Background: an optimization exercise with open tools, aiming at small area and a short achievable clock period. Do not read the settings as production practice. In this exercise RTL edits were held to simulation tests only and were not proved equivalent to the original.

[standard.sh]
#!/bin/bash
# synth_recipe.tcl (not shown) runs the flow's synth.tcl, then flattens the netlist and writes it again
# the make line also repeats each setting of config.mk as NAME=value (left out here)
make -C /OpenROAD-flow-scripts/flow DESIGN_CONFIG=/design/flow/config.mk WORK_HOME=/design/flow/orfs CLKGATE_MAP_FILE= SYNTH_SCRIPT=/design/flow/synth_recipe.tcl "${@:-finish}"
[flow/abc.script]
strash
ifraig
scorr
dc2
dretime
strash
&get -n
&dch -f
&nf {D}
&put
[design.v]
`timescale 1ns/10ps
module CS(Y, X, reset, clk);
input clk, reset;
input  [7:0] X;
output [9:0] Y;
reg [11:0] v [0:8];      
reg [8:0]  vld;          
reg [11:0] S;            
reg [8:0]  sel;          
reg [80:0] c;            
integer i, j;
wire [7:0]  u8 = (v[8][7:0] * 8'd57) & {8{vld[8]}};
wire [11:0] P  = S - {4'd0, u8};           
wire [11:0] Sn, vx;
wire [8:0]  seln;
wire [8:1]  cn0;
CS_next u_next (
    .X(X), .P(P),
    .v0(v[0]), .v1(v[1]), .v2(v[2]), .v3(v[3]), .v4(v[4]), .v5(v[5]), .v6(v[6]), .v7(v[7]),
    .vld({vld[7:0], ~reset}), .c(c), .Sn(Sn), .vx(vx), .cn0(cn0), .seln(seln));
always @(posedge clk or posedge reset) begin
    if (reset) begin
        vld <= 9'd0;
        S   <= 12'd0;
    end else begin
        vld <= {vld[7:0], 1'b1};
        S   <= Sn;
    end
end
always @(posedge clk) begin
    v[0] <= vx;
    for (i = 0; i < 8; i = i + 1) v[i+1] <= v[i];
    sel <= seln;
    c[8:0] <= {cn0, 1'b0};
    for (i = 1; i < 9; i = i + 1)
        for (j = 0; j < 9; j = j + 1)
            if (j > i) c[i*9+j] <= c[(i-1)*9+j-1];
            else       c[i*9+j] <= 1'b0;
end
CS_out u_out (
    .S(S), .sel(sel),
    .v0(v[0]), .v1(v[1]), .v2(v[2]), .v3(v[3]), .v4(v[4]), .v5(v[5]), .v6(v[6]), .v7(v[7]), .v8(v[8]),
    .Y(Y));
endmodule
module CS_next(X, P, v0, v1, v2, v3, v4, v5, v6, v7, vld, c, Sn, vx, cn0, seln);
input  [7:0]  X;
input  [11:0] P;
input  [11:0] v0, v1, v2, v3, v4, v5, v6, v7;
input  [8:0]  vld;       
input  [80:0] c;
output [11:0] Sn, vx;
output [8:1]  cn0;
output reg [8:0] seln;
wire [11:0] v [0:7];
assign v[0] = v0; assign v[1] = v1; assign v[2] = v2; assign v[3] = v3;
assign v[4] = v4; assign v[5] = v5; assign v[6] = v6; assign v[7] = v7;
assign Sn = P + {4'd0, X};
assign vx = {1'b0, X, 3'b000} + {4'd0, X};    
reg [8:0] Fn;    
reg [8:0] cx;    
integer i, j;
assign cn0 = cx[8:1];
always @(*) begin
    Fn[0] = ({1'b0, X} <= P[11:3]) & vld[0];    
    for (i = 1; i < 9; i = i + 1) Fn[i] = (v[i-1] <= Sn) & vld[i];
    cx[0] = 1'b0;
    for (j = 1; j < 9; j = j + 1) cx[j] = (vx[11:3] > v[j-1][11:3]);
    for (i = 0; i < 9; i = i + 1) begin
        seln[i] = Fn[i];
        for (j = 0; j < 9; j = j + 1)
            if (j < i) begin
                if (j == 0) seln[i] = seln[i] & (~Fn[j] | ~cx[i]);
                else        seln[i] = seln[i] & (~Fn[j] | ~c[(j-1)*9+i-1]);
            end else if (j > i) begin
                if (i == 0) seln[i] = seln[i] & (~Fn[j] | cx[j]);
                else        seln[i] = seln[i] & (~Fn[j] | c[(i-1)*9+j-1]);
            end
    end
end
endmodule
module CS_out(S, sel, v0, v1, v2, v3, v4, v5, v6, v7, v8, Y);
input  [11:0] S;
input  [8:0]  sel;
input  [11:0] v0, v1, v2, v3, v4, v5, v6, v7, v8;
output [9:0]  Y;
wire [11:0] A9 = ({12{sel[0]}} & v0) | ({12{sel[1]}} & v1) | ({12{sel[2]}} & v2)
               | ({12{sel[3]}} & v3) | ({12{sel[4]}} & v4) | ({12{sel[5]}} & v5)
               | ({12{sel[6]}} & v6) | ({12{sel[7]}} & v7) | ({12{sel[8]}} & v8);
wire [12:0] T = {1'b0, S} + {1'b0, A9};
assign Y = T[12:3];
endmodule
[flow/abc_fast.script]
strash
dc2
&get -n
&dch
&nf
&put
topo
buffer -p
upsize -D 1800
dnsize -D 1800
[flow/my_synth.tcl]
# The standard flow's synthesis (synth_recipe.tcl) with these changes: no full/half adder cells
# are extracted before abc; abc maps with flow/abc.script; and the modules named
# in FAST_MODULES (kept apart until then by SYNTH_KEEP_MODULES) are mapped by abc
# with flow/abc_fast.script. The design is flattened afterwards as the standard flow's is.
proc synth {args} { yosys synth -nofsm -noshare {*}$args }
proc extract_fa {args} { puts "extract_fa skipped" }
proc abc_with_script {args script} {
  set out {}
  set skip 0
  foreach a $args {
    if {$skip} { set skip 0; continue }
    if {$a eq "-script"} { lappend out -script $script; set skip 1; continue }
    lappend out $a
  }
  return $out
}
proc abc {args} {
  set fast {}
  if {[info exists ::env(FAST_MODULES)]} { set fast $::env(FAST_MODULES) }
  if {$fast ne ""} {
    set fa [abc_with_script $args $::env(ABC_FAST_SCRIPT_FILE)]
    puts "abc (fast): $fa $fast"
    yosys abc {*}$fa {*}$fast
    set na [abc_with_script $args $::env(ABC_SCRIPT_FILE)]
    puts "abc (rest): $na $::env(DESIGN_NAME)"
    yosys abc {*}$na $::env(DESIGN_NAME)
  } else {
    set na [abc_with_script $args $::env(ABC_SCRIPT_FILE)]
    yosys abc {*}$na
  }
}
source $::env(SCRIPTS_DIR)/synth.tcl
# left out here: clear keep_hierarchy, flatten, clean up, hide names made inside functions, write 1_2_yosys.v
[flow/run.sh]
#!/bin/bash
# The standard flow's own layout (standard.sh), with the synthesis of flow/my_synth.tcl: no
# adder-cell extraction before abc; abc maps the logic between X and the next
# window (module CS_next) and between the registers and Y (module CS_out) with
# flow/abc_fast.script and the rest with flow/abc.script; then the design is
# flattened as in the standard flow's synthesis.
# Ports are buffered with buf_2 cells instead of the delay buffers buffer_ports picks.
# The resizer's timing repair aims for 13.3 ns of setup slack (a 6.7 ns period).
set -euo pipefail
here=$(pwd)
export ABC_SCRIPT_FILE=$here/flow/abc.script
export ABC_FAST_SCRIPT_FILE=$here/flow/abc_fast.script
export FAST_MODULES="CS_next CS_out"
bash standard.sh SYNTH_SCRIPT=$here/flow/my_synth.tcl "SYNTH_KEEP_MODULES=CS_next CS_out" \
  "BUFFER_PORTS_ARGS=-buffer_cell sky130_fd_sc_hd__buf_2" \
  SETUP_SLACK_MARGIN=13.3 finish > standard.log 2>&1
[config.mk]
export PLATFORM = sky130hd
export DESIGN_NAME = CS
export DESIGN_NICKNAME = CS
export VERILOG_FILES = /design/flow/design.v
export SDC_FILE = /design/flow/constraint.sdc
export NUM_CORES = 4
export LEC_CHECK = 0
export CAP_MARGIN = 20
export CORE_MARGIN = 2
export CORE_UTILIZATION = 40
export CTS_BUF_LIST = sky130_fd_sc_hd__clkbuf_8
export CTS_CLUSTER_DIAMETER = 100
export CTS_CLUSTER_SIZE = 20
export SLEW_MARGIN = 20
[constraint.sdc]
create_clock -name core_clock -period 20.0 [get_ports {clk}]
set_input_delay 4.0000 -clock core_clock [delete_from_list [all_inputs] [get_ports {clk}]]
set_output_delay 4.0000 -clock core_clock [all_outputs]
set_load 0.01 [all_outputs]
==> results of run 1 <==
-- timing repair --
item | CTS | global route
gates resized for setup | 110 | 69
hold buffers | 0 | 0
pin swaps | 67 | 69
setup endpoints to repair | 25 | 18
gates cloned | 4 | 1
setup buffers | 65 | 32
-- metal layers --
metal  vias to the layer above  GRT usage (%)  share of wire, %
met5                         -              0                 0
met4                         0           13.1               4.9
met3                       112           4.70               8.8
met2                       456           39.7                45
met1                      3572           34.9                41
li1                       3386              -                 -
-- worst reg2reg max path, delay by kind of cell, from the launching register on --
kind | cells | cell delay [ns]
AO/OA/AOI/OAI | 5 | 1.13
XOR/XNOR | 2 | 0.81
adder cells (fa/ha/maj) | 5 | 1.59
buffers and inverters | 3 | 0.55
flip-flops | 1 | 0.64
AND/OR/NAND/NOR | 4 | 0.83
-- cell type report --
type                            count  area share (%)
Timing Repair Buffer              119            9.22
Tap cell                          265            3.10
Multi-Input combinational cell    582            49.7
Sequential cell                   166            32.3
Clock inverter                     14            1.42
Inverter                           52            1.87
Clock buffer                       18            2.31
-- final timing paths --
check	slack [ns]	from	cells past startpoint	to
worst max-delay path	12.82	sel[3]	11	Y[9]
max in group asynchronous	16.16	reset	3	S[10]
worst min-delay path	0.36	c[14]	0	c[24]
worst min register to register	0.36	c[14]	0	c[24]
min in group asynchronous	3.56	reset	3	S[3]
worst max register to register	14.36	vld[8]	19	sel[6]
-- registers in the layout, indices dropped and copies added, names as in the netlist --
| name | count |
|---|---|
| v | 108 |
| c | 28 |
| S | 12 |
| sel | 9 |
| vld | 9 |
-- through the flow --
step / hold slack (ns) / util (%)
final: 0.357 / 54.5
after global routing: 0.363 / 54.5
after CTS: 0.358 / 51.3
after detailed placement: 0.338 / 43.5
after global placement: 0.338 / 43.5
after floorplan: 0.331 / -
==> summary.txt, run 1 <==
first-pass iteration count of the detailed router=7; highest-count cells in the layout ignoring fill and taps=sky130_fd_sc_hd__dfxtp_1 (134), sky130_fd_sc_hd__buf_4 (83), sky130_fd_sc_hd__nand2_1 (46); Critical Path Slowest Stage Cell=sky130_fd_sc_hd__dfxtp_4; clock buffers created by TritonCTS=17; Via-to-Cell Ratio=6.19; root cell of the clock tree=sky130_fd_sc_hd__clkbuf_8; average routed wire per standard cell=~23 um; highest net fanout along the worst path=7; area of the multi-input gates=around 5300 um2; clock tree from TritonCTS=yes; Worst EP required=16.00 ns; final period utilization=35.9%; total number of nets in the final design=948; Mapped Area=between 8000 and 9000 um2; relative area change from synthesis to final layout=32.8%; vias in the first global route=7162; slowest cell delay on critical path=0.40 ns; Worst Setup Start Kind=register; DRT antenna net count=0; final standard cell area without fillers=roughly 11000 um2; number of inserted filler cells in the final layout=1726; fraction of layout instances using a drive strength above 1=34.5%; Slew Limit Headroom=42.3%; max-slew violations=0; initial antenna violation count=0; Tmin final=7.18 ns; number of max-cap violations=0; dominant delay contributor by cell family on the critical path=compound AO/OA/AOI/OAI gates; Tightest Pin Transition=about 0.86 ns; total number of vias=approximately 7500; unrepaired setup endpoints after global routing=yes; antenna diode count=0; CP bufs+invs=1; Row Count=just over 50; largest net degree at the start of global routing=23; Die ar.=21300 um2; htree depth=4; die span in y=146 um; chain of cells forming the critical path=a222oi_1, nand3_1, xnor2_2, a21oi_2, o21a_4, o21bai_4, a211oi_4, o21ai_2, a2111o_1, a31oi_1, buf_2; Sequential cell area=3460 um2; later-pin clock latency in the skew report=0.49 ns; residual overflow from global routing=0; maximum clock path buffer count=2; Mapped Nets=837; core footprint=19700 um2; wire length of the first global-routing pass=between 40 and 50 mm; number of hold violations in the final report=0; post-placement cell area=~8600 um2; leading cell type in the layout, fill and taps excluded=sky130_fd_sc_hd__dfxtp_1; post-route insts no fill=1216; final worst slack=12.82 ns; Top-Level Pins=20; synthesis warning total=4; clock tree sinks=~170; number of placed cells counting well taps=1082; per-instance average area after synthesis=9.75 um2; outcome=complete, no violations; initial core utilization=between 40% and 50%; Total Routed Length=28.4 mm; Die X=roughly 150 um; cell count after synthesis=827; critical setup path kind=register to output port; class of the tightest hold or removal check=register to register; estimated wirelength of the detail-placed design=roughly 18 mm; last weighted congestion value of the routability-driven placer=0.892; Peak Freq=between 0.1 and 0.15 GHz; Port-buffer cells=19; clock slew seen by the registers of the worst setup and hold paths=0.10 ns; number of setup violations in the final report=0; final routed DRC violation total=0; Sum Neg Setup Slack=0 ns; Setup Slack @ Placement=12.00 ns; Iter 0 DRT Violations=1152; endpoint kind of the worst setup timing path=output port; setup skew after layout=between 0.015 and 0.02 ns; global-route usage over all layers=25.8%; critical path arrival=3.18 ns
==> inputs of run 2 (changes only) <==
--- a/flow/run.sh
+++ b/flow/run.sh
@@ -5,7 +5,7 @@
 # flow/abc_fast.script and the rest with flow/abc.script; then the design is
 # flattened as in the standard flow's synthesis.
 # Ports are buffered with buf_2 cells instead of the delay buffers buffer_ports picks.
-# The resizer's timing repair aims for 13.3 ns of setup slack (a 6.7 ns period).
+# The resizer's timing repair aims for 12.5 ns of setup slack (a 7.5 ns period).
 set -euo pipefail
 here=$(pwd)
 export ABC_SCRIPT_FILE=$here/flow/abc.script
@@ -13,4 +13,4 @@
 export FAST_MODULES="CS_next CS_out"
 bash standard.sh SYNTH_SCRIPT=$here/flow/my_synth.tcl "SYNTH_KEEP_MODULES=CS_next CS_out" \
   "BUFFER_PORTS_ARGS=-buffer_cell sky130_fd_sc_hd__buf_2" \
-  SETUP_SLACK_MARGIN=13.3 finish > standard.log 2>&1
+  SETUP_SLACK_MARGIN=12.5 finish > standard.log 2>&1
==> run 2 against run 1 <==
Effect of this change:
- maximum frequency is 3.0% lower
- via count is 7.9% lower
- non-clock buffer count is 74 lower
- clock-buffer cell count is 1 lower
- sequential share of layout area is 5.5 points higher
- global-route usage is 3.2 points lower
- still clean
- worst setup slack worse by 0.23 ns
- die area stayed put
- utilization is 8.0 points lower
==> summary.txt, run 2 <==
root cell of the clock tree=sky130_fd_sc_hd__clkbuf_8; max FFs per register=108; Row Count=51; Sum Neg Setup Slack=0 ns; CP bufs+invs=1; total number of nets in the final design=869; first-pass iteration count of the detailed router=8; clock tree sinks=166; per-instance average area after synthesis=between 9 and 10 um2; vias in the first global route=between 6000 and 7000; chain of cells forming the critical path=a222oi_1, nand3_1, xnor2_2, a21oi_2, o21a_2, o21bai_4, a211oi_4, o21ai_2, a2111o_1, a31oi_1, buf_2; highest net fanout along the worst path=7; DRT antenna net count=0; maximum clock path buffer count=2; slowest cell delay on critical path=~0.45 ns; final routed DRC violation total=0; total number of vias=6933; initial antenna violation count=0; fraction of layout instances using a drive strength above 1=approximately 16%; capture instance of the worst register-to-register path=sel[0]; Slew Limit Headroom=25.6%; Worst Setup Start Kind=register; critical path arrival=between 3 and 4 ns; Critical Path Slowest Stage Cell=sky130_fd_sc_hd__a222oi_1; Total Routed Length=24.2 mm; final period utilization=37.0%; last weighted congestion value of the routability-driven placer=0.914; max-slew violations=0; FF-to-FF setup slack=between 10 and 15 ns; source of the worst register-to-register timing path=vld[8]; worst setup path endpoint=Y[9]; largest net degree at the start of global routing=23; synthesis warning total=4; number of logic stages on the critical path including buffering=11; hold-fix buffers at CTS=0; clock tree from TritonCTS=yes; clock buffers created by TritonCTS=17; number of placed cells counting well taps=1085; critical setup path kind=register to output port; clock slew seen by the registers of the worst setup and hold paths=approximately 0.1 ns; Top-Level Pins=20; wire length of the first global-routing pass=between 30 and 40 mm; dominant delay contributor by cell family on the critical path=compound AO/OA/AOI/OAI gates; htree depth=4; estimated wirelength of the detail-placed design=17.1 mm; setup skew after layout=0.0174 ns; number of inserted filler cells in the final layout=1917; Worst Reg2Reg Path Length in Cells=18; leading cell type in the layout, fill and taps excluded=sky130_fd_sc_hd__dfxtp_1; number of hold violations in the final report=0; Iter 0 DRT Violations=1084; leading registers by flop count=v: 108 flops, c: 28 flops, S: 12 flops; initial core utilization=41.0%; global-route usage over all layers=22.7%; later-pin clock latency in the skew report=0.48 ns; die span in y=approximately 150 um; Mapped Nets=837; register with the most flip-flops=v; Die X=146 um; Sequential cell area=3460 um2; Via-to-Cell Ratio=6.10; Worst EP required=16.00 ns; Die ar.=roughly 21000 um2; Port-buffer cells=19; average routed wire per standard cell=21.3 um; Tightest Pin Transition=~1.1 ns; highest-count cells in the layout ignoring fill and taps=sky130_fd_sc_hd__dfxtp_1 (136), sky130_fd_sc_hd__maj3_1 (62), sky130_fd_sc_hd__nand2_1 (49); core footprint=19700 um2; unrepaired setup endpoints after global routing=yes; number of setup violations in the final report=0; residual overflow from global routing=0; area of the multi-input gates=4430 um2; endpoint kind of the worst setup timing path=output port; worst setup path startpoint=sel[0]; outcome=complete, no violations; hold depth=0; relative area change from synthesis to final layout=13.2%; Tmin final=7.41 ns; Peak Freq=0.135 GHz; cell count after synthesis=about 830; number of max-cap violations=0; class of the tightest hold or removal check=register to register; post-route insts no fill=around 1100; Mapped Area=slightly above 8000 um2; antenna diode count=0
-- run 2: how the worst min path moves through the flow --
| stage | start | to | slack (ns) |
|---|---|---|---|
| floorplan | c[14] | c[24] | 0.33 |
| global placement | c[14] | c[24] | 0.34 |
| detailed placement | c[14] | c[24] | 0.34 |
| CTS | c[14] | c[24] | 0.36 |
| global route | c[14] | c[24] | 0.36 |
| finish | c[14] | c[24] | 0.36 |
-- run 2: layout make-up --
cell class                      count  area share (%)
Inverter                           52            2.18
Clock buffer                       17            2.56
Clock inverter                     15            1.92
Sequential cell                   166            37.9
Multi-Input combinational cell    577            48.6
Timing Repair Buffer               45            3.29
Tap cell                          265            3.63
-- run 2: routing by layer --
| metal | up-vias | part of all wire [%] | global-route usage (%) |
|---|---|---|---|
| li1 | 3201 | - | - |
| met1 | 3298 | 43 | 31.6 |
| met2 | 382 | 44 | 34.2 |
| met3 | 52 | 10 | 4.64 |
| met4 | 0 | 2.9 | 9.47 |
| met5 | - | 0 | 0 |
-- run 2: through the flow --
| stage | util, % | instance area [um2] | hold slack (ns) | setup slack (ns) |
|---|---|---|---|---|
| after floorplan | - | 8070 | 0.331 | 12.85 |
| after global placement | 42.5 | 8350 | 0.337 | 11.84 |
| after detailed placement | 42.5 | 8350 | 0.341 | 11.76 |
| after CTS | 44.9 | 8830 | 0.359 | 12.44 |
| after global routing | 46.5 | 9130 | 0.363 | 12.46 |
| final | 46.5 | 9130 | 0.356 | 12.59 |
-- run 2: repair_timing --
action	4_1_cts	5_1_grt
endpoints found under the setup margin	13	12
hold endpoints to repair	0	0
resized for setup	16	36
pin swaps	4	11
cloned	0	0
buffers inserted	4	16
==> inputs of run 3 (changes only) <==
--- a/flow/run.sh
+++ b/flow/run.sh
@@ -5,7 +5,7 @@
 # flow/abc_fast.script and the rest with flow/abc.script; then the design is
 # flattened as in the standard flow's synthesis.
 # Ports are buffered with buf_2 cells instead of the delay buffers buffer_ports picks.
-# The resizer's timing repair aims for 12.5 ns of setup slack (a 7.5 ns period).
+# The resizer's timing repair aims for 12.3 ns of setup slack (a 7.7 ns period).
 set -euo pipefail
 here=$(pwd)
 export ABC_SCRIPT_FILE=$here/flow/abc.script
@@ -13,4 +13,4 @@
 export FAST_MODULES="CS_next CS_out"
 bash standard.sh SYNTH_SCRIPT=$here/flow/my_synth.tcl "SYNTH_KEEP_MODULES=CS_next CS_out" \
   "BUFFER_PORTS_ARGS=-buffer_cell sky130_fd_sc_hd__buf_2" \
-  SETUP_SLACK_MARGIN=12.5 finish > standard.log 2>&1
+  SETUP_SLACK_MARGIN=12.3 finish > standard.log 2>&1
--- a/config.mk
+++ b/config.mk
@@ -5,10 +5,10 @@
 export SDC_FILE = /design/flow/constraint.sdc
 export NUM_CORES = 4
 export LEC_CHECK = 0
-export CAP_MARGIN = 20
+export CAP_MARGIN = 0
 export CORE_MARGIN = 2
 export CORE_UTILIZATION = 40
 export CTS_BUF_LIST = sky130_fd_sc_hd__clkbuf_8
 export CTS_CLUSTER_DIAMETER = 100
 export CTS_CLUSTER_SIZE = 20
-export SLEW_MARGIN = 20
+export SLEW_MARGIN = 0
==> run 3 against run 2 <==
Effect of this change:
- flip-flop and latch count is the same
- via count shrank 0.66%
- still clean on timing, DRC and antenna
- synthesized cell count is the same
==> summary.txt, run 3 <==
hold depth=0; global-route usage over all layers=22.7%; Iter 0 DRT Violations=1034; Peak Freq=0.132 GHz; largest net degree at the start of global routing=23; later-pin clock latency in the skew report=about 0.48 ns; max FFs per register=108; average routed wire per standard cell=21.3 um; antenna diode count=0; clock tree from TritonCTS=yes; relative area change from synthesis to final layout=10.6%; total length of routed met3 wires=2.05 mm; critical path arrival=3.55 ns; endpoint kind of the worst setup timing path=output port; highest-count cells in the layout ignoring fill and taps=sky130_fd_sc_hd__dfxtp_1 (137), sky130_fd_sc_hd__maj3_1 (62), sky130_fd_sc_hd__nand2_1 (50); vias in the first global route=6609; root cell of the clock tree=sky130_fd_sc_hd__clkbuf_8; Setup Slack @ Placement=11.76 ns; die span in y=~150 um; Slew Limit Headroom=a little under a quarter; Tightest Pin Transition=1.15 ns; total number of vias=6887; outcome=complete, no violations; Via-to-Cell Ratio=6.12; endpoint of the worst hold path=c[24]; Mapped Area=~8100 um2; capture instance of the worst register-to-register path=sel[0]; Total Routed Length=24.0 mm; hold-fix buffers at CTS=0; clock tree sinks=166; Post-Route M1 WL=10.6 mm; estimated wirelength of the detail-placed design=17.1 mm; final period utilization=37.8%; final routed DRC violation total=0; leading registers by flop count=v: 108 flops, c: 28 flops, S: 12 flops; launch point of the worst hold path=c[14]; Mapped Nets=roughly 840; setup skew after layout=0.0185 ns; initial antenna violation count=0; number of setup violations in the final report=0; register with the most flip-flops=v; clock slew seen by the registers of the worst setup and hold paths=0.10 ns; core footprint=19700 um2; maximum clock path buffer count=2; last weighted congestion value of the routability-driven placer=0.914; cell count after synthesis=a little over 800; initial core utilization=slightly above 40%; final core utilization=45.4%; per-instance average area after synthesis=9.75 um2; Die ar.=21300 um2; critical setup path kind=register to output port; DRT antenna net count=0; fraction of layout instances using a drive strength above 1=13.6%; number of hold violations in the final report=0; source of the worst register-to-register timing path=vld[8]; first-pass iteration count of the detailed router=9; Worst EP required=~16 ns; clock buffers created by TritonCTS=17; class of the tightest hold or removal check=register to register; top layer used by detailed routing=met4; wire length of the first global-routing pass=37.5 mm; Port-buffer cells=19; number of max-cap violations=0; leading cell type in the layout, fill and taps excluded=sky130_fd_sc_hd__dfxtp_1; Sum Neg Setup Slack=0 ns; wire length on met2=10.5 mm; htree depth=4; Tmin final=around 7.6 ns; synthesis warning total=4; highest net fanout along the worst path=12; Worst Setup Start Kind=register; FF-to-FF setup slack=14.38 ns; residual overflow from global routing=0; number of inserted filler cells in the final layout=1927; unrepaired setup endpoints after global routing=no; Top-Level Pins=20; final worst slack=between 10 and 15 ns; Row Count=51; total number of nets in the final design=858; Die X=between 100 and 150 um; max-slew violations=0; Worst Reg2Reg Path Length in Cells=18
[run 3: cell types whose count changed in the layout (fill, tap and decap cells not counted), moves of 2 or more]
cell                      previous run  this run
sky130_fd_sc_hd__xnor2_1            33        36
sky130_fd_sc_hd__dfxtp_2             2         8
sky130_fd_sc_hd__o21ai_2             3         5
sky130_fd_sc_hd__xnor2_2             5         2
sky130_fd_sc_hd__dfxtp_4             7         0
sky130_fd_sc_hd__o21ai_4             4         1
sky130_fd_sc_hd__buf_4              24        15
[run 3: layer usage]
metal,vias to the layer above,track usage (%)
met5,-,0
met4,0,10.0
met3,62,4.76
met2,350,33.9
met1,3291,31.5
li1,3184,-
[run 3: worst max-delay path: stages (launching register included)]
cell and delay, ns:
sky130_fd_sc_hd__dfxtp_2 0.45, sky130_fd_sc_hd__a222oi_1 0.47, sky130_fd_sc_hd__nand3_1 0.20, sky130_fd_sc_hd__xnor2_1 0.20, sky130_fd_sc_hd__a21oi_2 0.20, sky130_fd_sc_hd__o21a_2 0.21, sky130_fd_sc_hd__o21bai_1 0.11, sky130_fd_sc_hd__a211oi_2 0.34
sky130_fd_sc_hd__o21ai_1 0.15, sky130_fd_sc_hd__a2111o_1 0.39, sky130_fd_sc_hd__a31oi_1 0.19, sky130_fd_sc_hd__buf_2 0.16
[run 3: timing repair]
action | 4_1_cts | 5_1_grt
resized for setup | 9 | 17
pin swaps | 0 | 3
setup buffers | 0 | 9
setup endpoints to repair | 4 | 11
[run 3: stage by stage]
stage                     std cells  cell area, um2  hold slack, ns
after global routing           1126            8920           0.363
after detailed placement       1085            8350           0.341
after CTS                      1117            8780           0.359
after floorplan                 827            8070           0.331
final                          1126            8920           0.356
after global placement         1085            8350           0.337
[run 3: final cells by class]
class / count / area (um2) / area share [%]
repair buffers: 34 / 208 / 2.33
clock buffers: 17 / 234 / 2.62
multi-input cells: 577 / 4340 / 48.6
flip-flops and latches: 166 / 3440 / 38.5
inverters: 52 / 199 / 2.23
well taps: 265 / 332 / 3.72
clock inverters: 15 / 175 / 1.96
[run 3: worst max-delay path by stage]
stage | start | endpoint | slack (ns) | cells past startpoint
after floorplan | X[4] | sel[0] | 12.85 | 15
after global placement | X[1] | sel[3] | 11.84 | 14
after detailed placement | X[1] | sel[3] | 11.76 | 14
after CTS | sel[0] | Y[9] | 12.27 | 11
after global routing | X[1] | sel[1] | 12.29 | 14
final | sel[0] | Y[9] | 12.45 | 11
==> inputs of run 4 (changes only) <==
==> flow/abc_fast.script (replaced) <==
strash
dc2
&get -n
&dch
&nf
&put
topo
buffer -p
upsize -D 3000
dnsize -D 3000
--- a/config.mk
+++ b/config.mk
@@ -5,10 +5,10 @@
 export SDC_FILE = /design/flow/constraint.sdc
 export NUM_CORES = 4
 export LEC_CHECK = 0
-export CAP_MARGIN = 0
+export CAP_MARGIN = 20
 export CORE_MARGIN = 2
 export CORE_UTILIZATION = 40
 export CTS_BUF_LIST = sky130_fd_sc_hd__clkbuf_8
 export CTS_CLUSTER_DIAMETER = 100
 export CTS_CLUSTER_SIZE = 20
-export SLEW_MARGIN = 0
+export SLEW_MARGIN = 20
==> run 4 against run 3 <==
Effect of this change:
- clock skew barely moved
- maximum frequency rose by 0.15%
- die area fell by 0.77%
- cell area rose by 0.28%
- utilization rose by 0.42 points
- critical path depth rose by 2
- flip-flop and latch count did not move
- worst hold slack improved by 0.0080 ns
- critical path type unchanged
- highest routed layer unchanged
==> summary.txt, run 4 <==
Die X=145 um; worst setup path startpoint=sel[6]; largest net degree at the start of global routing=23; critical path arrival=between 3 and 4 ns; number of inserted filler cells in the final layout=around 1900; final core utilization=45.8%; endpoint kind of the worst setup timing path=output port; total length of routed met3 wires=1.83 mm; first-pass iteration count of the detailed router=6; maximum clock path buffer count=2; global-route usage over all layers=between 20 and 25%; clock slew seen by the registers of the worst setup and hold paths=0.11 ns; core footprint=19500 um2; total number of vias=6887; Peak Freq=0.133 GHz; root cell of the clock tree=sky130_fd_sc_hd__clkbuf_8; wire length of the first global-routing pass=38.3 mm; estimated wirelength of the detail-placed design=17.6 mm; last weighted congestion value of the routability-driven placer=0.902; Die ar.=21200 um2; outcome=complete, no violations; Post-Route M1 WL=roughly 11 mm; later-pin clock latency in the skew report=0.47 ns; hold-fix buffers at CTS=0; Via-to-Cell Ratio=6.11; Mapped Nets=837; Total Routed Length=24.5 mm; fraction of layout instances using a drive strength above 1=a little over an eighth; register with the most flip-flops=v; critical setup path kind=register to output port; unrepaired setup endpoints after global routing=no; total number of nets in the final design=860; clock buffers created by TritonCTS=17; initial core utilization=41.0%; Row Count=51; top layer used by detailed routing=met4; slowest cell delay on critical path=0.40 ns; leading cell type in the layout, fill and taps excluded=sky130_fd_sc_hd__dfxtp_1; number of max-cap violations=0; per-instance average area after synthesis=9.68 um2; relative area change from synthesis to final layout=11.8%; Iter 0 DRT Violations=approximately 840; highest net fanout along the worst path=12; die span in y=145 um; highest-count cells in the layout ignoring fill and taps=sky130_fd_sc_hd__dfxtp_1 (139), sky130_fd_sc_hd__maj3_1 (62), sky130_fd_sc_hd__nand2_1 (51); clock tree sinks=166; synthesis warning total=4; residual overflow from global routing=0; Tmin final=7.54 ns; DRT antenna net count=0; average routed wire per standard cell=21.8 um; vias in the first global route=6498; Top-Level Pins=20; final routed DRC violation total=0; number of setup violations in the final report=0; source of the worst register-to-register timing path=vld[8]; clock tree from TritonCTS=yes; Worst Setup Start Kind=register; final period utilization=37.7%; chain of cells forming the critical path=buf_4, a222oi_1, buf_4, a31oi_1, o221ai_1, a21oi_2, o21a_2, o21bai_2, a211oi_2, o21ai_2, a2111o_1, a31oi_1, buf_2; antenna diode count=0; leading registers by flop count=v: 108 flops, c: 28 flops, S: 12 flops; max FFs per register=108; wire length on met2=roughly 11 mm; number of hold violations in the final report=0; Worst EP required=16.00 ns; Slew Limit Headroom=33.8%; Tightest Pin Transition=around 0.99 ns; htree depth=4; Port-buffer cells=19; setup skew after layout=roughly 0.019 ns; Mapped Area=around 8000 um2; initial antenna violation count=0; Critical Path Slowest Stage Cell=sky130_fd_sc_hd__a211oi_2; launch point of the worst hold path=c[14]; max-slew violations=0; class of the tightest hold or removal check=register to register; cell count after synthesis=827; Sum Neg Setup Slack=0 ns
[run 4: changes by cell type in the layout (fill, tap and decap cells not counted), moves of 2 or more]
cell and delta:
sky130_fd_sc_hd__clkinv_4 -4, sky130_fd_sc_hd__clkinv_8 +2, sky130_fd_sc_hd__clkinvlp_4 -2, sky130_fd_sc_hd__dfxtp_1 +2, sky130_fd_sc_hd__dfxtp_2 -5, sky130_fd_sc_hd__dfxtp_4 +3
sky130_fd_sc_hd__inv_12 +2, sky130_fd_sc_hd__inv_8 +3
[run 4: area by class of cell]
cell class                 instances  area, um2  area share (%)
sequential                       166       3440            38.5
clock buffer                      17        234            2.62
clock inverter                    15        200            2.24
tap                              265        332            3.71
inverter                          52        199            2.22
timing repair buffer              36        226            2.53
multi-input combinational        577       4310            48.2
[run 4: worst paths after layout]
check                           endpoint  slack [ns]  depth (start not counted)
worst max-delay path                Y[9]       12.46                         13
worst min-delay path               c[24]        0.36                          0
worst max register to register    sel[0]       14.36                         18
worst min register to register     c[24]        0.36                          0
max in group asynchronous           S[7]       16.17                          3
min in group asynchronous         vld[8]        3.57                          3
[run 4: repair_timing]
action,in CTS,in global routing
setup endpoints to repair,7,12
pin swaps,2,10
gates resized for setup,8,20
buffers inserted,1,7
[run 4: metal layers]
metal  GRT usage [%]  vias to the layer above
li1                -                     3190
met1            32.9                     3350
met2            36.1                      305
met3            4.14                       42
met4            7.35                        0
met5               0                        -
[run 4: stage by stage]
step	instance area [um2]	hold slack [ns]	instances	worst slack, ns
floorplan	8000	0.331	827	12.85
global placement	8350	0.335	1088	11.82
detailed placement	8350	0.344	1088	11.72
CTS	8810	0.363	1121	12.30
global route	8950	0.374	1128	12.31
finish	8950	0.364	1128	12.46
[run 4: worst max-delay path: cells and delay by family (launching register included)]
| kind | cells | cell delay (ns) |
|---|---|---|
| AOI/OAI and AO/OA | 10 | 2.13 |
| buffers and inverters | 3 | 0.59 |
| DFF | 1 | 0.32 |
==> inputs of run 5 (changes only) <==
==> flow/abc_fast.script (replaced) <==
strash
dc2
&get -n
&dch
&nf
&put
topo
buffer -p
upsize -D 1800
dnsize -D 1800
--- a/config.mk
+++ b/config.mk
@@ -11,4 +11,5 @@
 export CTS_BUF_LIST = sky130_fd_sc_hd__clkbuf_8
 export CTS_CLUSTER_DIAMETER = 100
 export CTS_CLUSTER_SIZE = 20
+export PLACE_DENSITY = 0.7
 export SLEW_MARGIN = 20
==> run 5 against run 4 <==
Effect of this change:
- worst hold slack got worse by 0.0077 ns
- synthesized area increased by 0.80%
- first-iteration DRC count increased by 13%
- sequential share of layout area increased by 0.21 points
- die area increased by 0.77%
- synthesized cell count unchanged
- largest cell class unchanged
- clock skew decreased by 0.0059 ns
- worst setup slack improved by 0.0043 ns
- still clean on timing, DRC and antenna
- maximum frequency about the same
- register-to-register slack improved by 0.04 ns
==> summary.txt, run 5 <==
outcome=complete, no violations; per-instance average area after synthesis=9.75 um2; number of hold violations in the final report=0; launch point of the worst hold path=c[14]; residual overflow from global routing=0; post-route insts no fill=1123; Total Routed Length=approximately 23 mm; die span in y=146 um; total number of vias=6870; clock tree from TritonCTS=yes; estimated wirelength of the detail-placed design=16.5 mm; endpoint of the worst hold path=c[24]; maximum clock path buffer count=2; capture instance of the worst register-to-register path=sel[4]; Top-Level Pins=20; leading registers by flop count=v: 108 flops, c: 28 flops, S: 12 flops; critical setup path kind=input pin to register; later-pin clock latency in the skew report=approximately 0.48 ns; Slew Limit Headroom=a little over a third; Worst Reg2Reg Path Length in Cells=20; synthesis warning total=4; hold depth=0; largest net degree at the start of global routing=23; root cell of the clock tree=sky130_fd_sc_hd__clkbuf_8; Via-to-Cell Ratio=a little over 6; Mapped Nets=837; last weighted congestion value of the routability-driven placer=~0.96; Mapped Area=8070 um2; setup skew after layout=0.0128 ns; cell count after synthesis=827; endpoint kind of the worst setup timing path=register; unrepaired setup endpoints after global routing=no; Port-buffer cells=19; register with the most flip-flops=v; htree depth=4; Row Count=51; average routed wire per standard cell=20.5 um; class of the tightest hold or removal check=register to register; clock buffers created by TritonCTS=17; highest net fanout along the worst path=9; number of setup violations in the final report=0; initial core utilization=41.0%; Die X=roughly 150 um; initial antenna violation count=0; max FFs per register=108; Die ar.=21300 um2; relative area change from synthesis to final layout=10.2%; vias in the first global route=6457; final period utilization=37.7%; DRT antenna net count=0; fraction of layout instances using a drive strength above 1=13.5%; global-route usage over all layers=21.7%; Worst Setup Start Kind=input pin; highest-count cells in the layout ignoring fill and taps=sky130_fd_sc_hd__dfxtp_1 (136), sky130_fd_sc_hd__maj3_1 (62), sky130_fd_sc_hd__nand2_1 (50); Peak Freq=0.133 GHz; total number of nets in the final design=855; antenna diode count=0; max-slew violations=0; wire length of the first global-routing pass=between 30 and 40 mm; number of placed cells counting well taps=1084; clock tree sinks=around 170; number of inserted filler cells in the final layout=~1900; Sum Neg Setup Slack=0 ns; number of max-cap violations=0; hold-fix buffers at CTS=0; FF-to-FF setup slack=~14 ns; core footprint=19700 um2; critical path arrival=7.88 ns; first-pass iteration count of the detailed router=9; source of the worst register-to-register timing path=v[8][0]; leading cell type in the layout, fill and taps excluded=sky130_fd_sc_hd__dfxtp_1; Iter 0 DRT Violations=950; final routed DRC violation total=0; clock slew seen by the registers of the worst setup and hold paths=0.10 ns; Tightest Pin Transition=between 0.9 and 1 ns; Tmin final=7.53 ns; Worst EP required=approximately 20 ns
==> run 5: layout make-up <==
class	count	area, um2	area share [%]
Multi-Input combinational cell	577	4350	48.9
Sequential cell	166	3440	38.7
Tap cell	265	332	3.73
Clock buffer	18	248	2.79
Inverter	52	199	2.24
Timing Repair Buffer	31	185	2.08
Clock inverter	14	135	1.52
==> run 5: per-layer routing <==
| metal | track usage (%) | share of wire [%] | vias up |
|---|---|---|---|
| met5 | 0 | 0 | - |
| met4 | 7.91 | 3.0 | 0 |
| met3 | 4.89 | 9.5 | 75 |
| met2 | 33.3 | 44 | 375 |
| met1 | 30.0 | 43 | 3241 |
| li1 | - | - | 3179 |
==> run 5: repair_timing <==
item,4_1_cts,5_1_grt
setup buffers,2,5
setup endpoints to repair,10,13
pin swaps,2,4
gates resized for setup,9,17
==> run 5: how the worst max path moves through the flow <==
stage                     startpoint  endpoint  slack, ns  depth (start not counted)
final                           X[0]    sel[4]      12.47                         13
after global routing          sel[3]      Y[9]      12.30                         12
after CTS                     sel[1]      Y[9]      12.29                         11
after detailed placement        X[1]    sel[4]      11.63                         14
after global placement          X[1]    sel[4]      11.70                         14
after floorplan                 X[4]    sel[0]      12.85                         15
==> run 5: per-stage QoR <==
step / area (um2) / utilization, % / worst slack [ns] / hold slack [ns]
6_report: 8890 / 45.2 / 12.47 / 0.357
3_3_place_gp: 8340 / 42.4 / 11.70 / 0.335
2_1_floorplan: 8070 / - / 12.85 / 0.331
4_1_cts: 8760 / 44.6 / 12.29 / 0.357
3_5_place_dp: 8340 / 42.4 / 11.63 / 0.337
5_1_grt: 8890 / 45.2 / 12.30 / 0.373
==> run 5: worst max-delay path, cell delays in order <==
cell,delay [ns]
sky130_fd_sc_hd__buf_2,0.21
sky130_fd_sc_hd__xnor2_1,0.26
sky130_fd_sc_hd__and2_2,0.28
sky130_fd_sc_hd__maj3_1,0.38
sky130_fd_sc_hd__maj3_1,0.39
sky130_fd_sc_hd__maj3_1,0.37
sky130_fd_sc_hd__maj3_1,0.41
sky130_fd_sc_hd__o221ai_1,0.20
sky130_fd_sc_hd__a31oi_1,0.13
sky130_fd_sc_hd__o21a_1,0.22
sky130_fd_sc_hd__o21ai_2,0.43
sky130_fd_sc_hd__nand3_1,0.17
sky130_fd_sc_hd__nor4_1,0.43
==> inputs of run 6 (changes only) <==
--- a/config.mk
+++ b/config.mk
@@ -11,5 +11,5 @@
 export CTS_BUF_LIST = sky130_fd_sc_hd__clkbuf_8
 export CTS_CLUSTER_DIAMETER = 100
 export CTS_CLUSTER_SIZE = 20
-export PLACE_DENSITY = 0.7
 export SLEW_MARGIN = 20
+export TNS_END_PERCENT = 5
==> run 6 against run 5 <==
Effect of this change:
- still clean
- register-to-register slack about the same
- worst setup slack worse by 0.085 ns
- utilization down 0.20 points
- cell count down 0.27%
- via count up 0.32%
- maximum frequency down 1.1%
- worst hold slack worse by 0.00051 ns
- synthesized area unchanged
- sequential share of layout area up 0.16 points
- highest routed layer unchanged
==> summary.txt, run 6 <==
die span in y=146 um; final period utilization=38.1%; setup skew after layout=~0.018 ns; average routed wire per standard cell=21.3 um; wire length of the first global-routing pass=about 37 mm; Row Count=51; leading registers by flop count=v: 108 flops, c: 28 flops, S: 12 flops; DRT antenna net count=0; unrepaired setup endpoints after global routing=yes; Tmin final=7.62 ns; Mapped Area=around 8000 um2; source of the worst register-to-register timing path=vld[8]; fraction of layout instances using a drive strength above 1=12.5%; Worst Setup Start Kind=register; FF-to-FF setup slack=14.39 ns; Worst EP required=16.00 ns; register with the most flip-flops=v; residual overflow from global routing=0; Die X=146 um; Total Routed Length=23.9 mm; total number of vias=6892; last weighted congestion value of the routability-driven placer=0.914; launch point of the worst hold path=c[14]; Critical Path Slowest Stage Cell=sky130_fd_sc_hd__a222oi_1; critical setup path kind=register to output port; final core utilization=45.0%; chain of cells forming the critical path=a222oi_1, nand3_1, xnor2_1, a21oi_2, o21a_1, o21bai_1, a211oi_2, o21ai_1, a2111o_1, a31oi_1, buf_2; Worst Reg2Reg Path Length in Cells=18; global-route usage over all layers=22.7%; number of inserted filler cells in the final layout=1926; endpoint kind of the worst setup timing path=output port; relative area change from synthesis to final layout=9.73%; max FFs per register=about 110; Mapped Nets=between 800 and 900; Tightest Pin Transition=1.15 ns; highest-count cells in the layout ignoring fill and taps=sky130_fd_sc_hd__dfxtp_1 (137), sky130_fd_sc_hd__maj3_1 (62), sky130_fd_sc_hd__nand2_1 (50); htree depth=4; capture instance of the worst register-to-register path=sel[0]; maximum clock path buffer count=2; initial antenna violation count=0; final routed DRC violation total=0; Via-to-Cell Ratio=about 6; estimated wirelength of the detail-placed design=17.1 mm; highest net fanout along the worst path=12; outcome=complete, no violations; class of the tightest hold or removal check=register to register; total number of nets in the final design=852; leading cell type in the layout, fill and taps excluded=sky130_fd_sc_hd__dfxtp_1; slowest cell delay on critical path=around 0.46 ns; critical path arrival=about 3.6 ns; clock tree from TritonCTS=yes; clock tree sinks=approximately 170; number of hold violations in the final report=0; hold-fix buffers at CTS=0; clock buffers created by TritonCTS=17; clock slew seen by the registers of the worst setup and hold paths=0.10 ns; Port-buffer cells=19; root cell of the clock tree=sky130_fd_sc_hd__clkbuf_8; Peak Freq=0.131 GHz; synthesis warning total=4; Die ar.=around 21000 um2; initial core utilization=~41%; Slew Limit Headroom=23.0%; endpoint of the worst hold path=c[24]; max-slew violations=0; cell count after synthesis=between 800 and 900; antenna diode count=0; largest net degree at the start of global routing=23; number of setup violations in the final report=0; Iter 0 DRT Violations=1197; vias in the first global route=6609; Top-Level Pins=20; number of max-cap violations=0; later-pin clock latency in the skew report=0.48 ns; first-pass iteration count of the detailed router=7; hold depth=0; per-instance average area after synthesis=9.75 um2; Sum Neg Setup Slack=0 ns; core footprint=19700 um2
## run 6: worst max path at each step
| stage | endpoint | from | slack [ns] | depth (start not counted) |
|---|---|---|---|---|
| final | Y[9] | sel[0] | 12.38 | 11 |
| after global routing | sel[3] | X[1] | 12.22 | 14 |
| after CTS | Y[9] | sel[0] | 12.27 | 11 |
| after detailed placement | sel[3] | X[1] | 11.76 | 14 |
| after global placement | sel[3] | X[1] | 11.84 | 14 |
| after floorplan | sel[0] | X[4] | 12.85 | 15 |
## run 6: timing repair
action                     in CTS  in global routing
setup buffers                   0                  3
resized for setup               9                 11
pin swaps                       0                  1
setup endpoints to repair       4                 11
## run 6: per-layer routing
| layer | global-route usage, % | vias up | part of all wire, % |
|---|---|---|---|
| met1 | 31.5 | 3305 | 44 |
| met5 | 0 | - | 0 |
| met4 | 10.0 | 0 | 2.8 |
| met2 | 33.9 | 377 | 44 |
| li1 | - | 3162 | - |
| met3 | 4.76 | 48 | 9.1 |
## run 6: critical path: cells and delay by family, from the launching register on
kind	cells	cell delay [ns]
compound gates	8	2.12
xor+xnor	1	0.20
simple gates	1	0.20
flops	1	0.45
buf+inv	1	0.16
## run 6: through the flow
step / area (um2) / hold WS (ns) / setup WS [ns] / instances
CTS: 8780 / 0.359 / 12.27 / 1117
global placement: 8350 / 0.337 / 11.84 / 1085
floorplan: 8070 / 0.331 / 12.85 / 827
global route: 8850 / 0.363 / 12.22 / 1120
detailed placement: 8350 / 0.341 / 11.76 / 1085
finish: 8850 / 0.356 / 12.38 / 1120
## run 6: final cells by class
class,count,area [um2],area share (%)
repair buffers,28,163,1.84
well taps,265,332,3.75
clock buffers,17,234,2.64
clock inverters,15,175,1.98
flip-flops and latches,166,3440,38.9
multi-input cells,577,4310,48.7
inverters,52,199,2.25
==> inputs of run 7 (changes only) <==
--- a/config.mk
+++ b/config.mk
@@ -12,4 +12,4 @@
 export CTS_CLUSTER_DIAMETER = 100
 export CTS_CLUSTER_SIZE = 20
 export SLEW_MARGIN = 20
-export TNS_END_PERCENT = 5
+export TNS_END_PERCENT = 0
==> run 7 against run 6 <==
Effect of this change:
- still clean on timing, DRC and antenna
- register-to-register slack hardly changed
- cell count is the same
- global-route usage stayed put
- cell area stayed put
- worst setup slack unchanged
- highest routed layer unchanged
==> summary.txt, run 7 <==
setup skew after layout=approximately 0.018 ns; CP bufs+invs=1; dominant delay contributor by cell family on the critical path=compound AO/OA/AOI/OAI gates; per-instance average area after synthesis=9.75 um2; clock buffers created by TritonCTS=17; leading cell type in the layout, fill and taps excluded=sky130_fd_sc_hd__dfxtp_1; last weighted congestion value of the routability-driven placer=0.914; total number of vias=6892; max-slew violations=0; cell count after synthesis=827; fraction of layout instances using a drive strength above 1=12.5%; root cell of the clock tree=sky130_fd_sc_hd__clkbuf_8; hold depth=0; htree depth=4; number of hold violations in the final report=0; outcome=complete, no violations; Die X=146 um; highest net fanout along the worst path=12; Die ar.=21300 um2; global-route usage over all layers=22.7%; Mapped Nets=837; final routed DRC violation total=0; wire length of the first global-routing pass=37.5 mm; slowest cell delay on critical path=0.46 ns; synthesis warning total=4; Row Count=51; class of the tightest hold or removal check=register to register; number of inserted filler cells in the final layout=roughly 1900; leading registers by flop count=v: 108 flops, c: 28 flops, S: 12 flops; source of the worst register-to-register timing path=vld[8]; estimated wirelength of the detail-placed design=17.1 mm; initial core utilization=41.0%; residual overflow from global routing=0; relative area change from synthesis to final layout=9.73%; vias in the first global route=6609; critical path arrival=3.62 ns; post-route insts no fill=1120; Worst Setup Start Kind=register; antenna diode count=0; endpoint kind of the worst setup timing path=output port; Total Routed Length=23.9 mm; Sum Neg Setup Slack=0 ns; maximum clock path buffer count=2; Tightest Pin Transition=1.15 ns; Slew Limit Headroom=23.0%; critical setup path kind=register to output port; later-pin clock latency in the skew report=0.48 ns; endpoint of the worst hold path=c[24]; number of setup violations in the final report=0; Peak Freq=roughly 0.13 GHz; clock tree from TritonCTS=yes; Setup Slack @ Placement=roughly 12 ns; final worst slack=between 10 and 15 ns; chain of cells forming the critical path=a222oi_1, nand3_1, xnor2_1, a21oi_2, o21a_1, o21bai_1, a211oi_2, o21ai_1, a2111o_1, a31oi_1, buf_2; largest net degree at the start of global routing=23; unrepaired setup endpoints after global routing=yes; clock tree sinks=~170; number of max-cap violations=0; Worst EP required=16.00 ns; number of placed cells counting well taps=between 1000 and 1500; final period utilization=38.1%; Worst Reg2Reg Path Length in Cells=18; FF-to-FF setup slack=14.39 ns; Mapped Area=8070 um2; core footprint=19700 um2; launch point of the worst hold path=c[14]; DRT antenna net count=0; Top-Level Pins=20; die span in y=146 um; Via-to-Cell Ratio=6.15; highest-count cells in the layout ignoring fill and taps=sky130_fd_sc_hd__dfxtp_1 (137), sky130_fd_sc_hd__maj3_1 (62), sky130_fd_sc_hd__nand2_1 (50); total number of nets in the final design=852; register with the most flip-flops=v; max FFs per register=108; clock slew seen by the registers of the worst setup and hold paths=approximately 0.1 ns; capture instance of the worst register-to-register path=sel[0]; initial antenna violation count=0; Iter 0 DRT Violations=1197; Tmin final=~7.6 ns; Port-buffer cells=19; first-pass iteration count of the detailed router=7; average routed wire per standard cell=between 20 and 25 um; final core utilization=45.0%; hold-fix buffers at CTS=0; Critical Path Slowest Stage Cell=sky130_fd_sc_hd__a222oi_1
## run 7: worst max-delay path by stage
stage                        end  slack [ns]  depth (start not counted)    from
final                       Y[9]       12.38                         11  sel[0]
after global routing      sel[3]       12.22                         14    X[1]
after CTS                   Y[9]       12.27                         11  sel[0]
after detailed placement  sel[3]       11.76                         14    X[1]
after global placement    sel[3]       11.84                         14    X[1]
after floorplan           sel[0]       12.85                         15    X[4]
## run 7: cell type report
class	count	area, um2	share of cell area (%)
Clock inverter	15	175	1.98
Multi-Input combinational cell	577	4310	48.7
Clock buffer	17	234	2.64
Sequential cell	166	3440	38.9
Tap cell	265	332	3.75
Timing Repair Buffer	28	163	1.84
Inverter	52	199	2.25
## run 7: repair_timing
action,CTS,global route
gates resized for setup,9,11
setup buffers,0,3
pin swaps,0,1
endpoints found under the setup margin,4,11
## run 7: through the flow
step                hold WS (ns)  cell area, um2
floorplan                  0.331            8070
global placement           0.337            8350
detailed placement         0.341            8350
CTS                        0.359            8780
global route               0.363            8850
finish                     0.356            8850
## run 7: metal layers
| layer | vias to the layer above | wire [um] | global-route usage, % |
|---|---|---|---|
| met2 | 377 | 10500 | 33.9 |
| met3 | 48 | 2170 | 4.76 |
| met1 | 3305 | 10500 | 31.5 |
| met5 | - | 0 | 0 |
| met4 | 0 | 664 | 10.0 |
| li1 | 3162 | - | - |
==> inputs of run 8 (changes only) <==
--- a/config.mk
+++ b/config.mk
@@ -12,4 +12,3 @@
 export CTS_CLUSTER_DIAMETER = 100
 export CTS_CLUSTER_SIZE = 20
 export SLEW_MARGIN = 20
-export TNS_END_PERCENT = 0
==> run 8 against run 7 <==
Effect of this change:
- cell count is 0.54% higher
- via count is 0.13% higher
- wire length is 0.31% higher
- clock-buffer cell count unchanged
- worst setup slack better by 0.072 ns
- global-route usage did not move
- utilization increased by 0.36 points
- highest routed layer unchanged
==> summary.txt, run 8 <==
outcome=complete, no violations; vias in the first global route=6609; per-instance average area after synthesis=9.75 um2; CP bufs+invs=1; cell count after synthesis=827; dominant delay contributor by cell family on the critical path=compound AO/OA/AOI/OAI gates; Sum Neg Setup Slack=0 ns; endpoint kind of the worst setup timing path=output port; number of inserted filler cells in the final layout=between 1500 and 2000; slowest cell delay on critical path=roughly 0.48 ns; htree depth=4; Worst Setup Start Kind=register; Worst Reg2Reg Path Length in Cells=18; final routed DRC violation total=0; worst hold slack across all endpoints=0.357 ns; estimated wirelength of the detail-placed design=around 17 mm; root cell of the clock tree=sky130_fd_sc_hd__clkbuf_8; unrepaired setup endpoints after global routing=no; core footprint=19700 um2; Setup Slack @ Placement=roughly 12 ns; leading cell type in the layout, fill and taps excluded=sky130_fd_sc_hd__dfxtp_1; hold depth=0; last weighted congestion value of the routability-driven placer=0.914; class of the tightest hold or removal check=register to register; Row Count=51; highest net fanout along the worst path=12; launch point of the worst hold path=c[14]; synthesis warning total=4; total number of nets in the final design=roughly 860; highest-count cells in the layout ignoring fill and taps=sky130_fd_sc_hd__dfxtp_1 (137), sky130_fd_sc_hd__maj3_1 (62), sky130_fd_sc_hd__nand2_1 (50); clock buffers created by TritonCTS=17; capture instance of the worst register-to-register path=sel[0]; residual overflow from global routing=0; setup skew after layout=0.0172 ns; source of the worst register-to-register timing path=vld[8]; later-pin clock latency in the skew report=between 0.4 and 0.5 ns; max FFs per register=108; chain of cells forming the critical path=a222oi_1, nand3_1, xnor2_1, a21oi_2, o21a_2, o21bai_1, a211oi_2, o21ai_1, a2111o_1, a31oi_1, buf_2; clock tree from TritonCTS=yes; wire length of the first global-routing pass=37.5 mm; Mapped Area=8070 um2; number of setup violations in the final report=0; average routed wire per standard cell=21.3 um; number of hold violations in the final report=0; Port-buffer cells=19; final worst slack=about 12 ns; critical path arrival=3.55 ns; Slew Limit Headroom=21.4%; register with the most flip-flops=v; leading registers by flop count=v: 108 flops, c: 28 flops, S: 12 flops; Total Routed Length=between 20 and 25 mm; Tmin final=roughly 7.5 ns; Die X=between 100 and 150 um; number of max-cap violations=0; clock tree sinks=166; global-route usage over all layers=22.7%; DRT antenna net count=0; total number of vias=6901; Peak Freq=0.133 GHz; initial antenna violation count=0; die span in y=146 um; Worst EP required=16.00 ns; fraction of layout instances using a drive strength above 1=a little over an eighth; maximum clock path buffer count=2; relative area change from synthesis to final layout=10.6%; Iter 0 DRT Violations=about 1100; Via-to-Cell Ratio=6.13; Critical Path Slowest Stage Cell=sky130_fd_sc_hd__a222oi_1; FF-to-FF setup slack=14.40 ns; Mapped Nets=approximately 840; Top-Level Pins=20; antenna diode count=0; clock slew seen by the registers of the worst setup and hold paths=0.10 ns; Tightest Pin Transition=around 1.2 ns; largest net degree at the start of global routing=23; Die ar.=approximately 21000 um2; first-pass iteration count of the detailed router=8; endpoint of the worst hold path=c[24]; critical setup path kind=register to output port; initial core utilization=between 40% and 50%; max-slew violations=0; hold-fix buffers at CTS=0; final period utilization=37.7%
[run 8: timing repair]
action | in CTS | in global routing
endpoints found under the setup margin | 4 | 11
gates resized for setup | 9 | 16
pin swaps | 0 | 3
buffers inserted | 0 | 9
[run 8: stage by stage]
stage                     utilization (%)  area [um2]  std cells
after CTS                            44.7        8780       1117
after global placement               42.5        8350       1085
after global routing                 45.4        8920       1126
after detailed placement             42.5        8350       1085
final                                45.4        8920       1126
after floorplan                         -        8070        827
[run 8: per-layer routing]
metal | part of all wire, % | GRT usage [%]
met2 | 44 | 33.9
met5 | 0 | 0
met4 | 3.3 | 10.0
met3 | 8.9 | 4.76
met1 | 44 | 31.5
[run 8: layout make-up]
type / instances / area, um2 / area share [%]
Clock buffer: 17 / 234 / 2.62
Clock inverter: 15 / 175 / 1.96
Inverter: 52 / 199 / 2.23
Multi-Input combinational cell: 577 / 4340 / 48.6
Sequential cell: 166 / 3440 / 38.5
Tap cell: 265 / 332 / 3.72
Timing Repair Buffer: 34 / 208 / 2.33
[run 8: worst max-delay path by stage]
stage / start / end / slack, ns / depth (start not counted)
finish: sel[0] / Y[9] / 12.45 / 11
global route: X[1] / sel[1] / 12.29 / 14
CTS: sel[0] / Y[9] / 12.27 / 11
detailed placement: X[1] / sel[3] / 11.76 / 14
global placement: X[1] / sel[3] / 11.84 / 14
floorplan: X[4] / sel[0] / 12.85 / 15
==> inputs of run 9 (changes only) <==
--- a/config.mk
+++ b/config.mk
@@ -8,7 +8,7 @@
 export CAP_MARGIN = 20
 export CORE_MARGIN = 2
 export CORE_UTILIZATION = 40
-export CTS_BUF_LIST = sky130_fd_sc_hd__clkbuf_8
-export CTS_CLUSTER_DIAMETER = 100
+export CTS_BUF_LIST = sky130_fd_sc_hd__clkbuf_4 sky130_fd_sc_hd__clkbuf_8
+export CTS_CLUSTER_DIAMETER = 60
 export CTS_CLUSTER_SIZE = 20
 export SLEW_MARGIN = 20
==> run 9 against run 8 <==
Effect of this change:
- clock-buffer cell count increased by 1
- first-iteration DRC count up 0.47%
- flip-flop and latch count unchanged
- critical path type unchanged
- highest routed layer unchanged
==> summary.txt, run 9 <==
outcome=complete, no violations; final standard cell area without fillers=8890 um2; source of the worst register-to-register timing path=vld[8]; Worst EP required=16.00 ns; later-pin clock latency in the skew report=0.48 ns; critical path arrival=3.58 ns; estimated wirelength of the detail-placed design=approximately 17 mm; chain of cells forming the critical path=a222oi_1, nand3_1, xnor2_1, a21oi_2, o21a_2, o21bai_1, a211oi_2, o21ai_1, a2111o_1, a31oi_1, buf_2; final routed DRC violation total=0; max-slew violations=0; number of inserted filler cells in the final layout=between 1500 and 2000; Worst Setup Start Kind=register; max FFs per register=between 100 and 150; DRT antenna net count=0; Top-Level Pins=20; first-pass iteration count of the detailed router=10; slowest cell delay on critical path=0.51 ns; root cell of the clock tree=sky130_fd_sc_hd__clkbuf_8; highest net fanout along the worst path=12; final period utilization=37.9%; clock tree sinks=166; per-instance average area after synthesis=9.75 um2; Mapped Nets=about 840; number of max-cap violations=0; unrepaired setup endpoints after global routing=yes; Via-to-Cell Ratio=6.12; total number of vias=6862; last weighted congestion value of the routability-driven placer=0.914; launch point of the worst hold path=c[14]; Tmin final=7.58 ns; fraction of layout instances using a drive strength above 1=a little over an eighth; cell count after synthesis=827; endpoint kind of the worst setup timing path=output port; total number of nets in the final design=853; Port-buffer cells=19; htree depth=4; Sum Neg Setup Slack=0 ns; Total Routed Length=23.8 mm; core footprint=19700 um2; Slew Limit Headroom=20.7%; vias in the first global route=6591; clock buffers created by TritonCTS=17; relative area change from synthesis to final layout=10.2%; die span in y=approximately 150 um; number of setup violations in the final report=0; number of hold violations in the final report=0; average routed wire per standard cell=roughly 21 um; residual overflow from global routing=0; Row Count=slightly above 50; area of the multi-input gates=roughly 4300 um2; synthesis warning total=4; Critical Path Slowest Stage Cell=sky130_fd_sc_hd__a222oi_1; register with the most flip-flops=v; initial core utilization=41.0%; largest net degree at the start of global routing=23; Sequential cell area=3440 um2; leading cell type in the layout, fill and taps excluded=sky130_fd_sc_hd__dfxtp_1; clock slew seen by the registers of the worst setup and hold paths=0.10 ns; Iter 0 DRT Violations=1067; leading registers by flop count=v: 108 flops, c: 28 flops, S: 12 flops; setup skew after layout=between 0.015 and 0.02 ns; Die ar.=approximately 21000 um2; critical setup path kind=register to output port; initial antenna violation count=0; worst setup path startpoint=sel[0]; Die X=146 um; antenna diode count=0; maximum clock path buffer count=2; Peak Freq=0.132 GHz; clock tree from TritonCTS=yes; Tightest Pin Transition=1.19 ns; highest-count cells in the layout ignoring fill and taps=sky130_fd_sc_hd__dfxtp_1 (137), sky130_fd_sc_hd__maj3_1 (62), sky130_fd_sc_hd__nand2_1 (50); dominant delay contributor by cell family on the critical path=compound AO/OA/AOI/OAI gates; Mapped Area=~8100 um2; CP bufs+invs=1; global-route usage over all layers=~23%; class of the tightest hold or removal check=register to register; wire length of the first global-routing pass=37.4 mm; post-placement cell area=~8400 um2
==> run 9: per-layer routing <==
layer	GRT usage (%)	vias up	wire [um]
met3	4.86	60	2040
met2	33.8	333	10500
met5	0	-	0
met1	31.4	3291	10600
met4	10.0	0	731
li1	-	3178	-
==> run 9: final timing paths <==
kind                          end  slack [ns]  cells after the start
hold / removal              c[24]        0.36                      0
min in group asynchronous    S[2]        3.56                      3
setup reg to reg           sel[0]       14.38                     18
setup / recovery             Y[9]       12.42                     11
hold reg to reg             c[24]        0.36                      0
max in group asynchronous    S[4]       16.18                      3
==> run 9: cell type report <==
cell class | count | area share (%)
multi-input cells | 577 | 48.8
flip-flops and latches | 166 | 38.7
well taps | 265 | 3.73
clock buffers | 18 | 2.72
inverters | 52 | 2.24
clock inverters | 14 | 1.93
repair buffers | 29 | 1.91
==> run 9: through the flow <==
| step | util, % | hold WS [ns] | std cells | setup slack (ns) |
|---|---|---|---|---|
| 6_report | 45.2 | 0.356 | 1121 | 12.42 |
| 2_1_floorplan | - | 0.331 | 827 | 12.85 |
| 4_1_cts | 44.7 | 0.359 | 1117 | 12.27 |
| 3_3_place_gp | 42.5 | 0.337 | 1085 | 11.84 |
| 5_1_grt | 45.2 | 0.363 | 1121 | 12.24 |
| 3_5_place_dp | 42.5 | 0.341 | 1085 | 11.76 |
==> run 9: what timing repair did <==
item                                    4_1_cts  5_1_grt
resized for setup                             9       16
endpoints found under the setup margin        4       11
hold buffers                                  0        0
pin swaps                                     0        2
buffers inserted                              0        4

## separate check: timing with driven ports
In the flow no input, the clock included, has a driving cell. The finished layouts below were timed again as built, in two steps. Step 1 sets driving cells, clkbuf_16 on the clock port and buf_2 on the other inputs (assumed; they add their load-dependent delay and slew). Step 2, shift: input delay + t, output delay - t, t = (earliest + latest rising clock arrival at the registers) / 2. This alone moves slack from input paths to output paths. Three values: ideal ports, drivers, drivers and shift; two values: the first two.
| run | t, ns | slack for setup (ns) | worst hold slack (ns) | slew at the worst register clock pin (ns) |
|---|---|---|---|---|
| run 1 | 0.524 | 12.818 / 12.775 / 12.591 | 0.357 / 0.357 / 0.357 | 0.10 / 0.10 |
| run 2 | 0.508 | 12.593 / 12.555 / 12.182 | 0.356 / 0.356 / 0.356 | 0.10 / 0.10 |
| run 3 | 0.512 | 12.450 / 12.411 / 12.066 | 0.356 / 0.356 / 0.356 | 0.10 / 0.10 |
| run 4 | 0.507 | 12.461 / 12.419 / 12.015 | 0.364 / 0.364 / 0.364 | 0.11 / 0.11 |
| run 5 | 0.513 | 12.466 / 12.432 / 11.973 | 0.357 / 0.357 / 0.357 | 0.10 / 0.10 |
| run 6 | 0.510 | 12.381 / 12.341 / 12.027 | 0.356 / 0.356 / 0.356 | 0.10 / 0.10 |
| run 7 | 0.510 | 12.381 / 12.341 / 12.027 | 0.356 / 0.356 / 0.356 | 0.10 / 0.10 |
| run 8 | 0.508 | 12.453 / 12.414 / 12.041 | 0.357 / 0.357 / 0.357 | 0.10 / 0.10 |
| run 9 | 0.512 | 12.416 / 12.378 / 12.063 | 0.356 / 0.356 / 0.356 | 0.10 / 0.10 |
After both steps setup and hold are still met in every run listed. The setup slack of run 5, which loses most, moves by -0.034 ns with the drivers and by -0.493 ns with both steps.
